From an optimization exercise on the open Yosys and OpenROAD flow, aimed at small area, a short achievable clock period and few clock cycles; shortcuts taken in it are not production practice.
Only simulation tests tie the RTL to the original design; equivalence was not proved.
Power figures rest on the tool's default switching activity, not on a simulated workload.

## try-juniper
==> flow/design.v (excerpt) <==
module MyDesign (clock, reset, go, rdAddress, wrAddress, WE, readbus, writebus, overflow, finished);
input         clock, reset, go;
input  [31:0] readbus;
output [6:0]  rdAddress, wrAddress;
output        WE, overflow, finished;
output [31:0] writebus;
reg  [7:0] t;
reg         run, finished, overflow, WE;
reg  [6:0]  rdAddress, wrAddress;
reg  [31:0] writebus;
wire [7:0] tn = go ? 8'd1 : run ? t + 8'd1 : 8'd0;
reg  [8:0] c_sel_M1_a;
wire [8:0] n_sel_M1_a;
reg  [7:0] c_sel_M1_b;
wire [7:0] n_sel_M1_b;
reg  [8:0] c_sel_M2_a;
wire [8:0] n_sel_M2_a;
reg  [10:0] c_sel_M2_b;
wire [10:0] n_sel_M2_b;
reg  [0:0] c_sel_S_a;
wire [0:0] n_sel_S_a;
reg  [0:0] c_sel_S_b;
wire [0:0] n_sel_S_b;
reg  [3:0] c_sel_D_a;
wire [3:0] n_sel_D_a;
reg  [0:0] c_sel_D_b;
wire [0:0] n_sel_D_b;
reg  [0:0] c_dgo;
wire [0:0] n_dgo;
wire [6:0] n_rd;
wire [8:0] r_sel_M1_a;
assign r_sel_M1_a[0] = (t == 8'd36);
assign r_sel_M1_a[1] = (t == 8'd49) | (t == 8'd50) | (t == 8'd58) | (t == 8'd59) | (t == 8'd69) | (t == 8'd70) | (t == 8'd82) | (t == 8'd83) | (t == 8'd97) | (t == 8'd98) | (t == 8'd117) | (t == 8'd122) | (t == 8'd123) | (t == 8'd141) | (t == 8'd142) | (t == 8'd146) | (t == 8'd147);
  ...
make LEC_CHECK=0 ABC_AREA=1 CAP_MARGIN=20 CORE_MARGIN=2 CORE_UTILIZATION=45 PLACE_DENSITY=0.55 SLEW_MARGIN=20 finish   # period 30.0 ns
run.sh (not shown) runs the stock make flow with config.mk's settings and CLKGATE_MAP_FILE= SYNTH_SCRIPT=/design/flow/synth_recipe.tcl, a recipe that flattens the netlist after the stock synthesis.
try-juniper completed end to end with timing, DRC and antenna clean.
Testbench counts of try-juniper, summed over its fixed seeds: cycles 9,864.
Input-level comparison between try-lagoon and try-juniper:
Settings: setting CTS_CLUSTER_DIAMETER to 200 for the first time; changing PLACE_DENSITY from 0.55 to 0.45; changing CORE_UTILIZATION from 45 to 35; setting CTS_CLUSTER_SIZE to 20 for the first time; changing SLEW_MARGIN from 20 to 30; changing CAP_MARGIN from 20 to 30.
Findings:
try-lagoon finished every stage and its layout cleared the timing, design-rule and antenna checks. | multi-input gate share of the layout cell area | lower: try-juniper |. Delta (try-lagoon minus try-juniper): cell area shows a reduction of about 1.5%; number of cells in the finished layout apart from fillers climbed 4.6%; part of the total power dissipated in the clock network down 11 points; arithmetic-cell share of the synthesized area counting full adders, half adders and majority gates essentially unchanged. Changes observed in try-lagoon relative to try-juniper: wire length on met2 climbed 20000 um; routed wire length saw an increase. On share of total power in combinational logic: between try-juniper and try-lagoon, it ends up lower for try-juniper. Comparing try-juniper and try-lagoon, data required time at the worst endpoint is lower on try-lagoon.
#### Input delta (try-violet over try-lagoon)
Settings: a deleted CTS_CLUSTER_SIZE that had been 20; a deleted CTS_CLUSTER_DIAMETER that had been 200.
Notes after the runs:
try-violet has completed all stages; timing, DRC and antenna checks passed.
Going from try-lagoon to try-violet, the register-to-register slack was found to have gone up by 30 ps.
Looking only at setup slack of the critical path after layout, and setting everything else aside, the higher value of try-lagoon and try-violet goes to try-lagoon.
On total power, the higher figure sits with try-violet, not try-lagoon.
In the metrics for try-lagoon and try-violet, the one carrying the lower relative area change from synthesis to final layout is try-lagoon.

* * *

MyDesign again, from the RTL that the note above started with.
make LEC_CHECK=0 ABC_AREA=1 CAP_MARGIN=30 CORE_MARGIN=2 CORE_UTILIZATION=35 CTS_CLUSTER_DIAMETER=150 CTS_CLUSTER_SIZE=20 PLACE_DENSITY=0.45 SLEW_MARGIN=30 finish   # period 30.0 ns
Testbench counts at the start, summed over its fixed seeds: cycles 9,864.
Change:
CTS_CLUSTER_DIAMETER = 105   (was 150)
Maximum frequency barely changes.
Synthesized cell count is unchanged.
Setup slack degrades by 20 ps.
Register-to-register slack degrades by 30 ps.
Total power grows by about 3.7%.
Wire length is about the same.
Combinational power hardly moves.
Global-route usage is about the same.
Core utilization grows by 0.25 points.
Design area grows by about 0.64%.
Change:
CAP_MARGIN = 25   (was 30)
CTS_CLUSTER_DIAMETER = 150   (was 105)
SLEW_MARGIN = 25   (was 30)
What happened:
- This time the run completed and failed the layout checks on capacitance limit, slew limit
- die area stays the same
- sequential power stays flat
- via count stays flat
- non-clock buffer count is lower by 6
- power came out lower by a few percent
- count of clock-buffer cells in the layout came out higher by 7
- area after synthesis is unchanged
- worst setup slack is better by 27 ps
- maximum frequency came out higher slightly
- clock skew falls by 54 ps
- core utilization shrinks by 0.25 points
Change:
CAP_MARGIN = 30   (was 25)
CTS_CLUSTER_DIAMETER = 105   (was 150)
CTS_CLUSTER_SIZE = 24   (was 20)
SLEW_MARGIN = 30   (was 25)
After rerunning: Now the flow finished clean; via count is about the same; sequential share of layout area drops by 0.18 points; setup slack gets worse by 18 ps; die area does not change; wire length hardly moves; total power climbs by a few percent; non-clock buffer count climbs by 6; utilization climbs by 0.25 points.

* * *

Setup of alpha:
Another version of the RTL of MyDesign (not shown whole).
Size: roughly 1100 flip-flops, about 84 I/O pins, roughly 100000 sq um of cells after synthesis.
clock: 30.0 ns
lec_check: 0
abc_area: 1
cap_margin: 30
core_margin: 2
core_utilization: 35
cts_cluster_diameter: 200
cts_cluster_size: 20
place_density: 0.45
slew_margin: 30
alpha went all the way through synthesis, placement and routing and the layout is clean on timing, DRC and antenna.
Testbench counts of alpha, summed over its fixed seeds: cycles 9,864.
What beta does differently from alpha at the input level:
- swapping 200 for 105 in CTS_CLUSTER_DIAMETER
### Flow results
met2 usage is higher on alpha. Diff alpha..beta | number of flip-flops and latches in the synthesized netlist | unchanged. In the flow results for beta and alpha, the clock latency of the later-clocked register in the worst-skew pair is larger on beta. Standby leakage power | beta above alpha. Summary of the comparison: total power draw is higher in beta, relative to alpha. On global-route wire length before repair, beta tracks alpha almost exactly. Between beta and alpha, the shortest clock period the worst path allows after layout is lower for beta. Between beta and alpha, the difference in final wirelength is negligible. Across both runs, design area was higher for beta than for alpha. Summary of beta over alpha: clock-net power up 21%, via count essentially unchanged.

==> port drivers added, routing unchanged <==
Ports are ideal in the flow. The routed layouts listed here were re-timed in OpenROAD.
Step 1: set_driving_cell puts a clkbuf_16 on clock and a buf_2 on each other input, an assumption about the parent block.
Step 2 times the ports against the registers' clock, not the clock port: input delays grow and output delays shrink by t, the midpoint of the rising clock arrivals with the driver on.
a / b / c = ideal / step 1 / step 2; a / b = the first two.
run | shift t [ns] | slack for setup (ns) | latest minus earliest clock arrival (ns) | worst slew at a driven data input, ns
try-juniper | 0.968 | 21.436 / 21.436 / 21.436 | 0.065 / 0.065 | 0.23
try-lagoon | 0.853 | 22.128 / 22.020 / 22.195 | 0.056 / 0.057 | 0.13
try-violet | 0.971 | 22.041 / 21.926 / 22.179 | 0.079 / 0.079 | 0.13
the first run of note 2 | 0.946 | 22.066 / 21.958 / 22.150 | 0.092 / 0.092 | 0.13
the second run of note 2 | 0.982 | 22.046 / 21.934 / 22.169 | 0.114 / 0.114 | 0.13
the third run of note 2 | 0.943 | 22.072 / 21.964 / 22.204 | 0.060 / 0.060 | 0.13
the fourth run of note 2 | 0.971 | 22.055 / 21.942 / 22.150 | 0.104 / 0.104 | 0.13
alpha | 0.952 | 21.568 / 21.568 / 21.568 | 0.062 / 0.062 | 0.06
beta | 0.949 | 21.747 / 21.747 / 21.747 | 0.106 / 0.106 | 0.06
